This is an optimization exercise on Yosys and OpenROAD, whose aim is small area and few clock cycles per item, not a production implementation.
The RTL was checked by simulation tests, not by an equivalence proof against the original design.
No activity file was given, so power comes from the tool's default toggle rates.

==> flow/design.v <==
module	seqcordic (
		input	wire				i_clk, i_reset, i_stb,
		input	wire	signed	[15:0]	i_xval, i_yval,
		input	wire		[31:0]	i_phase,
		output	wire				o_busy,
		output	reg				o_done,
		output	reg	signed	[15:0]	o_xval, o_yval
	);
	parameter	IW = 16;	 
	parameter	OW = 16;	 
	parameter	WW = 19;	 
	parameter	PW = 32;	 
	parameter	itercnt = 19; 
	wire	signed [18:0]	e_xval, e_yval;
	assign	e_xval = { {i_xval[15]}, i_xval, 2'b00 };
	assign	e_yval = { {i_yval[15]}, i_yval, 2'b00 };
	reg	signed	[18:0]	xv, prex, yv, prey;
	reg		[31:0]	ph, preph;
	reg				idle, pre_valid;
	reg		[4:0]		state;
	wire [31:0] cordic_angle [0:31];
	assign cordic_angle[ 0] = 32'h12e4051d;  
	assign cordic_angle[ 1] = 32'h09fb385b;  
	assign cordic_angle[ 2] = 32'h051111d4;  
	assign cordic_angle[ 3] = 32'h028b0d43;  
	assign cordic_angle[ 4] = 32'h0145d7e1;  
	assign cordic_angle[ 5] = 32'h00a2f61e;  
	assign cordic_angle[ 6] = 32'h00517c55;  
	assign cordic_angle[ 7] = 32'h0028be53;  
	assign cordic_angle[ 8] = 32'h00145f2e;  
	assign cordic_angle[ 9] = 32'h000a2f98;  
	assign cordic_angle[10] = 32'h000517cc;  
	assign cordic_angle[11] = 32'h00028be6;  
	assign cordic_angle[12] = 32'h000145f3;  
	assign cordic_angle[13] = 32'h0000a2f9;  
	assign cordic_angle[14] = 32'h0000517c;  
	assign cordic_angle[15] = 32'h000028be;  
	assign cordic_angle[16] = 32'h0000145f;  
	assign cordic_angle[17] = 32'h00000a2f;  
	assign cordic_angle[18] = 32'h00000517;  
	assign cordic_angle[19] = 32'h0000028b;  
	assign cordic_angle[20] = 32'h00000145;  
	assign cordic_angle[21] = 32'h000000a2;  
	assign cordic_angle[22] = 32'h00000051;  
	assign cordic_angle[23] = 32'h00000028;  
	assign cordic_angle[24] = 32'h00000014;  
	assign cordic_angle[25] = 32'h0000000a;  
	assign cordic_angle[26] = 32'h00000005;  
	assign cordic_angle[27] = 32'h00000002;  
	assign cordic_angle[28] = 32'h00000001;  
	assign cordic_angle[29] = 32'h00000000;  
	assign cordic_angle[30] = 32'h00000000;  
	assign cordic_angle[31] = 32'h00000000;  
	reg [31:0] cangle;
	always @(posedge i_clk) begin
		case(i_phase[31:29])
		3'b000: begin	 
			prex  <=  e_xval;
			prey  <=  e_yval;
			preph <= i_phase;
			end
		3'b001: begin	 
			prex  <= -e_yval;
			prey  <=  e_xval;
			preph <= i_phase - 32'h40000000;
			end
		3'b010: begin	 
			prex  <= -e_yval;
			prey  <=  e_xval;
			preph <= i_phase - 32'h40000000;
			end
		3'b011: begin	 
			prex  <= -e_xval;
			prey  <= -e_yval;
			preph <= i_phase - 32'h80000000;
			end
		3'b100: begin	 
			prex  <= -e_xval;
			prey  <= -e_yval;
			preph <= i_phase - 32'h80000000;
			end
		3'b101: begin	 
			prex  <=  e_yval;
			prey  <= -e_xval;
			preph <= i_phase - 32'hc0000000;
			end
		3'b110: begin	 
			prex  <=  e_yval;
			prey  <= -e_xval;
			preph <= i_phase - 32'hc0000000;
			end
		3'b111: begin	 
			prex  <=  e_xval;
			prey  <=  e_yval;
			preph <= i_phase;
			end
		endcase
	end
	always @(posedge i_clk) begin
		if (i_reset) begin
			idle <= 1'b1;
		end else if (i_stb) begin
			idle <= 1'b0;
		end else if (state == itercnt - 1) begin
			idle <= 1'b1;
		end
	end
	always @(posedge i_clk) begin
		if (i_reset) begin
			pre_valid <= 1'b0;
		end else begin
			pre_valid <= (i_stb) && (idle);
		end
	end
    always @(posedge i_clk) begin
        case (state)
            5'd0:  cangle <= cordic_angle[0];
            5'd1:  cangle <= cordic_angle[1];
            5'd2:  cangle <= cordic_angle[2];
            5'd3:  cangle <= cordic_angle[3];
            5'd4:  cangle <= cordic_angle[4];
            5'd5:  cangle <= cordic_angle[5];
            5'd6:  cangle <= cordic_angle[6];
            5'd7:  cangle <= cordic_angle[7];
            5'd8:  cangle <= cordic_angle[8];
            5'd9:  cangle <= cordic_angle[9];
            5'd10: cangle <= cordic_angle[10];
            5'd11: cangle <= cordic_angle[11];
            5'd12: cangle <= cordic_angle[12];
            5'd13: cangle <= cordic_angle[13];
            5'd14: cangle <= cordic_angle[14];
            5'd15: cangle <= cordic_angle[15];
            5'd16: cangle <= cordic_angle[16];
            5'd17: cangle <= cordic_angle[17];
            5'd18: cangle <= cordic_angle[18];
            default: cangle <= 32'h00000000;
        endcase
    end
	always @(posedge i_clk) begin
		if (i_reset) begin
			state <= 5'd0;
		end else if (idle) begin
			state <= 5'd0;
		end else if (state == itercnt - 1) begin
			state <= 5'd0;
		end else begin
			state <= state + 5'd1;
		end
	end
	always @(posedge i_clk)
	if (pre_valid)
	begin
		xv <= prex;
		yv <= prey;
		ph <= preph;
	end else if (ph[PW-1])
	begin
		xv <= xv + (yv >>> state);
		yv <= yv - (xv >>> state);
		ph <= ph + (cangle);
	end else begin
		xv <= xv - (yv >>> state);
		yv <= yv + (xv >>> state);
		ph <= ph - (cangle);
	end
	wire	[(WW-1):0]	final_xv, final_yv;
	assign	final_xv = xv + $signed({{(OW){1'b0}},
				xv[(WW-OW)],
				{(WW-OW-1){!xv[WW-OW]}} });
	assign	final_yv = yv + $signed({{(OW){1'b0}},
				yv[(WW-OW)],
				{(WW-OW-1){!yv[WW-OW]}} });
	always @(posedge i_clk) begin
		if (i_reset) begin
			o_done <= 1'b0;
		end else begin
			o_done <= (state >= itercnt - 1);
		end
	end
	always @(posedge i_clk) begin
		if (state >= itercnt - 1) begin
			o_xval <= final_xv[18:3];
			o_yval <= final_yv[18:3];
		end
	end
	assign	o_busy = !idle;
endmodule
module	seqpolar (
		input	wire				i_clk, i_reset, i_stb,
		input	wire	signed	[15:0]	i_xval, i_yval,
		output	wire				o_busy,
		output	reg				o_done,
		output	reg	signed	[15:0]	o_mag,
		output	reg		[31:0]	o_phase
	);
	parameter	IW = 16;	 
	parameter	OW = 16;	 
	parameter	WW = 24;	 
	parameter	PW = 32;	 
	wire	signed [23:0]	e_xval, e_yval;
	assign	e_xval = { {2{i_xval[15]}}, i_xval, 6'b000000 };
	assign	e_yval = { {2{i_yval[15]}}, i_yval, 6'b000000 };
	reg	signed	[23:0]	xv, yv, prex, prey;
	reg		[31:0]	ph, preph;
	reg		idle, pre_valid;
	reg	[4:0]	state;
	wire		last_state;
	always @(posedge i_clk) begin
		case({i_xval[15], i_yval[15]})
		2'b01: begin  
			prex <=  e_xval - e_yval;
			prey <=  e_xval + e_yval;
			preph <= 32'he0000000;
			end
		2'b10: begin  
			prex <= -e_xval + e_yval;
			prey <= -e_xval - e_yval;
			preph <= 32'h60000000;
			end
		2'b11: begin  
			prex <= -e_xval - e_yval;
			prey <=  e_xval - e_yval;
			preph <= 32'ha0000000;
			end
		default: begin  
			prex <=  e_xval + e_yval;
			prey <= -e_xval + e_yval;
			preph <= 32'h20000000;
			end
		endcase
	end
	wire [31:0] cordic_angle [0:31];
	assign cordic_angle[ 0] = 32'h12e4051d;  
	assign cordic_angle[ 1] = 32'h09fb385b;  
	assign cordic_angle[ 2] = 32'h051111d4;  
	assign cordic_angle[ 3] = 32'h028b0d43;  
	assign cordic_angle[ 4] = 32'h0145d7e1;  
	assign cordic_angle[ 5] = 32'h00a2f61e;  
	assign cordic_angle[ 6] = 32'h00517c55;  
	assign cordic_angle[ 7] = 32'h0028be53;  
	assign cordic_angle[ 8] = 32'h00145f2e;  
	assign cordic_angle[ 9] = 32'h000a2f98;  
	assign cordic_angle[10] = 32'h000517cc;  
	assign cordic_angle[11] = 32'h00028be6;  
	assign cordic_angle[12] = 32'h000145f3;  
	assign cordic_angle[13] = 32'h0000a2f9;  
	assign cordic_angle[14] = 32'h0000517c;  
	assign cordic_angle[15] = 32'h000028be;  
	assign cordic_angle[16] = 32'h0000145f;  
	assign cordic_angle[17] = 32'h00000a2f;  
	assign cordic_angle[18] = 32'h00000517;  
	assign cordic_angle[19] = 32'h0000028b;  
	assign cordic_angle[20] = 32'h00000145;  
	assign cordic_angle[21] = 32'h000000a2;  
	assign cordic_angle[22] = 32'h00000051;  
	assign cordic_angle[23] = 32'h00000028;  
	assign cordic_angle[24] = 32'h00000014;  
	assign cordic_angle[25] = 32'h0000000a;  
	assign cordic_angle[26] = 32'h00000005;  
	assign cordic_angle[27] = 32'h00000002;  
	assign cordic_angle[28] = 32'h00000001;  
	assign cordic_angle[29] = 32'h00000000;  
	assign cordic_angle[30] = 32'h00000000;  
	assign cordic_angle[31] = 32'h00000000;  
	reg [31:0] cangle;
	assign	last_state = (state >= 30);
	always @(posedge i_clk) begin
		if (i_reset) begin
			idle <= 1'b1;
		end else if (i_stb) begin
			idle <= 1'b0;
		end else if (last_state) begin
			idle <= 1'b1;
		end
	end
	always @(posedge i_clk) begin
		if (i_reset) begin
			pre_valid <= 1'b0;
		end else begin
			pre_valid <= (i_stb) && (idle);
		end
	end
	always @(posedge i_clk) begin
		if (i_reset) begin
			state <= 5'd0;
		end else if (idle) begin
			state <= 5'd0;
		end else if (last_state) begin
			state <= 5'd0;
		end else begin
			state <= state + 5'd1;
		end
	end
	always @(*) begin
		case (state)
			5'd0:  cangle = cordic_angle[0];
			5'd1:  cangle = cordic_angle[1];
			5'd2:  cangle = cordic_angle[2];
			5'd3:  cangle = cordic_angle[3];
			5'd4:  cangle = cordic_angle[4];
			5'd5:  cangle = cordic_angle[5];
			5'd6:  cangle = cordic_angle[6];
			5'd7:  cangle = cordic_angle[7];
			5'd8:  cangle = cordic_angle[8];
			5'd9:  cangle = cordic_angle[9];
			5'd10: cangle = cordic_angle[10];
			5'd11: cangle = cordic_angle[11];
			5'd12: cangle = cordic_angle[12];
			5'd13: cangle = cordic_angle[13];
			5'd14: cangle = cordic_angle[14];
			5'd15: cangle = cordic_angle[15];
			5'd16: cangle = cordic_angle[16];
			5'd17: cangle = cordic_angle[17];
			5'd18: cangle = cordic_angle[18];
			5'd19: cangle = cordic_angle[19];
			5'd20: cangle = cordic_angle[20];
			5'd21: cangle = cordic_angle[21];
			5'd22: cangle = cordic_angle[22];
			5'd23: cangle = cordic_angle[23];
			5'd24: cangle = cordic_angle[24];
			5'd25: cangle = cordic_angle[25];
			5'd26: cangle = cordic_angle[26];
			5'd27: cangle = cordic_angle[27];
			5'd28: cangle = cordic_angle[28];
			5'd29: cangle = cordic_angle[29];
			5'd30: cangle = cordic_angle[30];
			5'd31: cangle = cordic_angle[31];
			default: cangle = 32'h00000000;
		endcase
	end
	always @(posedge i_clk)
	if (pre_valid)
	begin
		xv <= prex;
		yv <= prey;
		ph <= preph;
	end else if (yv[(WW-1)])  
	begin
		xv <= xv - (yv>>>state);
		yv <= yv + (xv>>>state);
		ph <= ph - cangle;
	end else begin
		xv <= xv + (yv>>>state);
		yv <= yv - (xv>>>state);
		ph <= ph + cangle;
	end
	always @(posedge i_clk) begin
		if (i_reset) begin
			o_done <= 1'b0;
		end else begin
			o_done <= (last_state);
		end
	end
	wire	[(WW-1):0]	final_mag;
	assign	final_mag = xv + $signed({{(OW){1'b0}},
				xv[(WW-OW)],
				{(WW-OW-1){!xv[WW-OW]}} });
	always @(posedge i_clk) begin
		if (last_state) begin
			o_mag   <= final_mag[23:8];
			o_phase <= ph;
		end
	end
	assign	o_busy = !idle;
	/*verilator lint_off UNUSED*/
	wire	 unused_val;
	assign	unused_val = &{ 1'b0,  final_mag[WW-1],
			final_mag[(WW-OW-1):0] };
	/*verilator lint_on UNUSED*/
endmodule
module	dblcordicpll (
		input	wire				i_clk,
		input	wire				i_reset,  
		input	wire				i_ld,
		input	wire		[31:0]	i_step,
		input	wire				i_ce,
		input	wire	signed	[15:0]	i_input,
		input	wire	[4:0]			i_lgcoeff,
		output	wire	[15:0]			o_err,
		output	wire	[31:0]			o_phase,
        output  wire                pd_done
	);
	parameter	IW = 16;  
	parameter	PW = 32;  
	parameter	OW = 16;  
	parameter	OPT_TRACK_FREQUENCY = 1'b1;
	parameter	OPT_FILTER = 1'b1;
	reg	[31:0]		r_phase, r_step;
	wire			pm_busy, pm_done;
	wire	signed	[15:0]	pm_sin, pm_cos;
	wire			fil_ce;
	reg	signed	[15:0]	fil_sin, fil_cos;
	wire			pd_busy;
	wire	[15:0]		pd_mag;
	wire	signed [31:0]	pd_phase;
	reg	[4:0]		log_gamma;
	reg	signed [31:0]	phase_correction;
	wire s_reset = i_reset;
	seqcordic phasemultiply (
		.i_clk(i_clk),
		.i_reset(s_reset),
		.i_stb(i_ce),
		.i_xval(16'd0),
		.i_yval(i_input),
		.i_phase(~r_phase),   
		.o_busy(pm_busy),
		.o_done(pm_done),
		.o_xval(pm_cos),
		.o_yval(pm_sin)
	);
	generate if (OPT_FILTER && OPT_TRACK_FREQUENCY)
	begin : TRACKING_SIN_COS
		reg		[2:0]		shift_ce;
		reg	signed	[15:0]	diff_sin, diff_cos,
						tripl_sin, tripl_cos;
		reg	[5:0]			log_alpha;
		always @(*) begin
			log_alpha = i_lgcoeff - 1;
		end
		always @(posedge i_clk) begin
			if (s_reset) begin
				shift_ce <= 3'b000;
			end else begin
				shift_ce <= { shift_ce[1:0], pm_done };
			end
		end
		always @(posedge i_clk) begin
			if (s_reset) begin
				diff_sin <= 16'd0;
				diff_cos <= 16'd0;
			end else if (pm_done) begin
				diff_sin <= pm_sin - fil_sin;
				diff_cos <= pm_cos - fil_cos;
			end
		end
		always @(posedge i_clk) begin
			if (s_reset) begin
				tripl_sin <= 16'd0;
				tripl_cos <= 16'd0;
			end else if (shift_ce[0]) begin
				tripl_sin <= diff_sin + (diff_sin >>> 1);
				tripl_cos <= diff_cos + (diff_cos >>> 1);
			end
		end
		always @(posedge i_clk) begin
			if (s_reset) begin
				fil_sin <= 16'd0;
				fil_cos <= 16'd0;
			end else if (shift_ce[1]) begin
				fil_sin <= fil_sin + (tripl_sin >>> log_alpha);
				fil_cos <= fil_cos + (tripl_cos >>> log_alpha);
			end
		end
		assign	fil_ce = shift_ce[2];
	end else if (OPT_FILTER)
	begin : FILTER_SIN_COS
		reg		[1:0]		shift_ce;
		reg	signed	[15:0]	diff_sin, diff_cos;
		reg	[5:0]			log_alpha;
		always @(*) begin
			log_alpha = i_lgcoeff - 2;
		end
		always @(posedge i_clk) begin
			if (s_reset) begin
				shift_ce <= 2'b00;
			end else begin
				shift_ce <= { shift_ce[0], pm_done };
			end
		end
		always @(posedge i_clk) begin
			if (s_reset) begin
				diff_sin <= 16'd0;
				diff_cos <= 16'd0;
			end else if (pm_done) begin
				diff_sin <= pm_sin - fil_sin;
				diff_cos <= pm_cos - fil_cos;
			end
		end
		wire signed [16:0] diff_sin_rnd = diff_sin + (1 << (log_alpha - 1));
		wire signed [16:0] diff_cos_rnd = diff_cos + (1 << (log_alpha - 1));
		always @(posedge i_clk) begin
			if (s_reset) begin
				fil_sin <= 16'd0;
				fil_cos <= 16'd0;
			end else if (shift_ce[0]) begin
				fil_sin <= fil_sin + (diff_sin_rnd >>> log_alpha);
				fil_cos <= fil_cos + (diff_cos_rnd >>> log_alpha);
			end
		end
		assign	fil_ce = shift_ce[1];
	end else begin : OTHER
		assign	fil_ce  = pm_done;
		always @(posedge i_clk) begin
			if (s_reset) begin
				fil_sin <= 16'd0;
				fil_cos <= 16'd0;
			end else begin
				fil_sin <= pm_sin;
				fil_cos <= pm_cos;
			end
		end
	end endgenerate
	seqpolar phasedet (
		.i_clk(i_clk),
		.i_reset(s_reset),
		.i_stb(fil_ce),
		.i_xval(fil_cos),
		.i_yval(fil_sin),
		.o_busy(pd_busy),
		.o_done(pd_done),
		.o_mag(pd_mag),
		.o_phase(pd_phase)
	);
	always @(*) begin
		log_gamma = i_lgcoeff;
	end
	generate if (OPT_TRACK_FREQUENCY)
	begin : FREQ_CORRECTION
		reg	[5:0]			log_beta;
		reg	signed [31:0]		freq_correction;
		always @(*) begin
			log_beta = { i_lgcoeff, 1'b0 } + 2;
		end
		always @(*) begin
			freq_correction = pd_phase >>> log_beta;
		end
		always @(posedge i_clk) begin
			if (s_reset) begin
				r_step <= 32'd0;
			end else if (i_ld) begin
				r_step <= i_step;
			end else if (pd_done) begin
				r_step <= r_step - freq_correction;
			end
		end
	end else begin : PHASE_CORRECTION_ONLY
		always @(posedge i_clk) begin
			if (s_reset) begin
				r_step <= 32'd0;
			end else if (i_ld) begin
				r_step <= i_step;
			end
		end
	end endgenerate
	assign	o_err = pd_phase[31:16];
	always @(*) begin
		phase_correction = pd_phase >>> log_gamma;
	end
	always @(posedge i_clk) begin
		if (s_reset) begin
			r_phase <= 32'd0;
		end else if (pd_done) begin
			r_phase <= r_phase + r_step - phase_correction;
		end
	end
	/*verilator lint_off UNUSED*/
	wire	unused;
	assign	unused = &{ 1'b0, pm_busy, pd_busy, pd_mag };
	/*verilator lint_on UNUSED*/
	assign o_phase = r_phase;
endmodule
==> flow/run.sh <==
#!/bin/bash
# synth_recipe.tcl (not shown) runs the flow's synth.tcl, then flattens the netlist and writes it again
# the make line also repeats each setting of config.mk as NAME=value (left out here)
make -C /OpenROAD-flow-scripts/flow DESIGN_CONFIG=/design/flow/config.mk WORK_HOME=/design/flow/orfs CLKGATE_MAP_FILE= SYNTH_SCRIPT=/design/flow/synth_recipe.tcl finish
==> flow/config.mk <==
export PLATFORM = sky130hd
export DESIGN_NAME = dblcordicpll
export DESIGN_NICKNAME = dblcordicpll
export VERILOG_FILES = /design/flow/design.v
export SDC_FILE = /design/flow/constraint.sdc
export NUM_CORES = 4
export LEC_CHECK = 0
export CAP_MARGIN = 20
export CORE_MARGIN = 2
export CORE_UTILIZATION = 40
export PLACE_DENSITY = 0.6
export SLEW_MARGIN = 20
==> flow/constraint.sdc <==
create_clock -name core_clock -period 10.0 [get_ports {i_clk}]
set_input_delay 2.0000 -clock core_clock [delete_from_list [all_inputs] [get_ports {i_clk}]]
set_output_delay 2.0000 -clock core_clock [all_outputs]
set_load 0.01 [all_outputs]
==> summary.txt <==
layout make-up:
type,instances,area share (%)
Clock inverter,43,0.914
Tap cell,1637,3.79
Clock buffer,81,3.43
Multi-Input combinational cell,5013,66.0
Inverter,348,2.42
Sequential cell,524,20.6
Timing Repair Buffer,165,2.79
stage by stage:
stage	instances	hold slack, ns
after floorplan	6247	0.406
after global placement	7686	0.413
after detailed placement	7686	0.419
after CTS	7810	0.433
after global routing	7811	0.446
final	7811	0.429
state kept, by name (all words and copies together) (netlist names), 17 cells and up:
name	cells
phasedet.ph	32
phasemultiply.preph	31
phasemultiply.cangle	29
phasedet.xv	24
r_phase	32
phasedet.prex	17
r_step	32
phasemultiply.prex	17
phasemultiply.ph	32
phasemultiply.yv	19
phasedet.prey	18
phasemultiply.prey	17
phasedet.o_phase	32
phasemultiply.xv	19
phasedet.yv	24
where the power goes:
group	switching (mW)	internal [mW]	total [mW]	leakage, nW
sequential	0.564	2.64	3.21	4.37
clock	1.07	1.49	2.56	1.13
combinational	4.69	3.78	8.46	16.2
critical path: cells and delay by family:
kind	cells	cell delay (ns)
AO/OA/AOI/OAI	8	2.22
buffers and inverters	4	1.65
multiplexers	2	0.66
AND/OR/NAND/NOR	2	1.04
adder cells (fa/ha/maj)	2	0.65
routing by layer:
layer,up-vias,global-route usage [%],part of all wire [%]
met5,-,0,0
met4,0,7.38,2.7
met3,215,2.97,6.2
met2,1451,37.9,45
met1,21500,33.1,46
li1,22400,-,-
cell usage in the layout, fill, tap and decap left out, drive strengths merged, types with 34 or more instances in the layout:
cell,synthesis,routed
nor2,604,604
nand3,142,142
xnor2,278,278
o21bai,38,38
a221oi,40,40
xor2,149,149
o21ai,410,410
edfxtp,64,64
o31ai,43,43
mux4,112,112
a21oi,517,517
and3,56,56
or3,54,54
mux2i,237,237
nand2b,78,78
dfxtp,460,460
nand2,576,576
mux2,58,58
o21a,57,57
o211ai,39,39
nor3b,34,34
clkbuf,262,81
and2,38,38
a31oi,85,85
fa,48,48
nor2b,89,89
nor3,184,184
inv,344,354
a211oi,102,102
clkdlybuf4s50,0,100
ha,395,395
a21o,102,102
buf,100,65
cell families after synthesis:
kind of cell    count (synthesis)  share of synthesized area (%)
compound gates               1732                           22.2
mux                           407                           11.3
buf+inv                       710                           5.67
xor+xnor                      427                           7.54
simple gates                 2004                           19.0
fa+ha+maj                     443                           11.9
flops                         524                           22.5
worst min-delay path by stage:
| stage | startpoint | end | slack (ns) | depth (start not counted) |
|---|---|---|---|---|
| detailed placement | phasemultiply.prex[7] | phasemultiply.xv[7] | 0.42 | 2 |
| global placement | phasedet.prex[17] | phasedet.xv[17] | 0.41 | 2 |
| floorplan | phasedet.prex[13] | phasedet.xv[13] | 0.41 | 2 |
| CTS | phasemultiply.prex[7] | phasemultiply.xv[7] | 0.43 | 2 |
| finish | phasemultiply.prex[5] | phasemultiply.xv[5] | 0.43 | 2 |
| global route | phasemultiply.prex[7] | phasemultiply.xv[7] | 0.45 | 2 |
==> summary.txt <==
Final Total Pwr: 14.2 mW
initial antenna violation count: 1
Iter 0 DRT Violations: 3873
mapped cell area: 49600 um^2
postcts setup bufs: 0
Seq/Total Area, Yosys: 22.5%
worst vdd ir: 0.195 mV
Slew @ Worst Pin: 1.07 ns
drt via density: 5.82
synth top area cells: dfxtp_1, ha_1, a21oi_1
Synth-to-Final Area Change: 9.01%
Ant. Diodes: 0
Final min period: 7.70 ns
Clock Sink Count: 524
final core occ: 43.8%
final setup skew: 0.0467 ns
final slew viol count: 0
overall routed net length: 156000 um
final worst slack: 2.30 ns
CP max-delay cell: clkinv_1
Worst setup startpoint: i_lgcoeff[2]
final-report hold violation count: 0
clock latency on the worst-skew pair: 0.68 ns
Clock Path Buffers: 3
largest net degree at the start of global routing: 76
Synth async-reset ratio: 0%
CTS Hold Buffers Added: 0
CP Launch Type: input port
setup violators final: 0
Cell Pwr Density: 263 nW/um^2
standard-cell rows: 129
Worst Setup EP: r_phase[31]
peak per-stage delay on the critical path: 0.77 ns
slew margin rel.: 28.3%
H-tree Lvls: 3
post-synth top area cell: dfxtp_1
die area: 127000 um^2
first-pass GRT wire length: 241000 um
mean post-synth cell area: 7.94 um^2
MaxCap Viol Count: 0
CTS Buf Count: 67
Final Cell Area: 54000 um^2
Worst-path clk slew: 0.06 ns
most instantiated cells after synthesis: nor2_1, nand2_1, a21oi_1, dfxtp_1, o21ai_0
Post-DP Area: 51700 um^2
HPWL Detailed: 119000 um
Setup TNS: 0 ns
unrepaired setup endpoints after global routing: no
ys flop type: dfxtp_1
GPL Wtd Cong: 0.953
worst flop-to-flop path startpoint: phasedet.state[0]
nets: 6619
Yosys reg bits: 524
I/O pins: 106
share of cells above drive strength 1: 7.27%
Post-synth EDFFs: 64
ANT nets after route: 0
CTS tree: done
Cells after Synth: 6247
R2R depth: 20
die width: 356 um
syn nets: 6747
register area: 11200 um^2
worst hold path class: flip-flop to flip-flop
pre-CTS setup slack: 1.72 ns
CP Data Arrival Time: 8.25 ns
run status: timing/DRC/antenna clean
Yosys Warn Count: 3
I/O Buffers: 105
Fillers: 12400
starting density of the core: 40.2%
WP data required: 10.55 ns
FMAX: 130 MHz
CP endpoint kind: flip-flop
first drt pass iteration count: 6
grt ovf: 0
number of gates resized after CTS: 0
most used cell, CP: o21ai_0
Unique masters post-synth: 103
reg2reg setup slack: 2.85 ns
area of the multi-input gates: 35700 um^2
Routed wire per std cell: 19.9 um
core area: 123000 um^2
vias in the first global route: 42600
count leader, synth: nor2_1
Clk Tree Root Cell: clkbuf_16
top-area cell type share of the netlist area: 18.6%
DR vias: 45500
DIE HEIGHT: 356 um
crit path kind: input port to flip-flop
CP Max Fanout: 36
Pleak: 21.7 nW
Tcrit/Tclk final: 77.0%
drt drc: 0
gr usage total: 23.7%
r2r endpoint: phasedet.ph[24]
CP Cell Sequence: clkdlybuf4s50_1 > buf_4 > clkinv_1 > nand3_1 > o21ai_0 > mux4_2 > fa_1 > inv_1 > ha_1 > a21o_1 > a21oi_1 > o21ai_0 > o2111a_1 > a2111oi_0 > o31a_1 > o21ai_0 > mux2i_1 > or4_1
Testbench counts, summed over its fixed seeds: cycles 215,040, items 3,840.

==> afterwards: timing with drivers on the ports <==
The flow's constraints put no driver on any port. The routed layout listed below was extracted and timed again, unchanged, in two steps.
Step 1, drivers: a clkbuf_16 drives i_clk and a buf_2 each remaining input, both assumed.
Step 2, shift: input delay + t, output delay - t, t = (earliest + latest rising clock arrival at the registers) / 2. This alone moves slack from input paths to output paths.
Three values: no drivers, after step 1, after step 2; two values: the first two.
t (ns): 0.730
slack for setup (ns): 2.303 / 2.343 / 1.613
clock arrival spread, ns: 0.047 / 0.046
After both steps this run still meets setup and hold. The setup slack of this run moves by +0.040 ns with the drivers and by -0.690 ns with both steps.
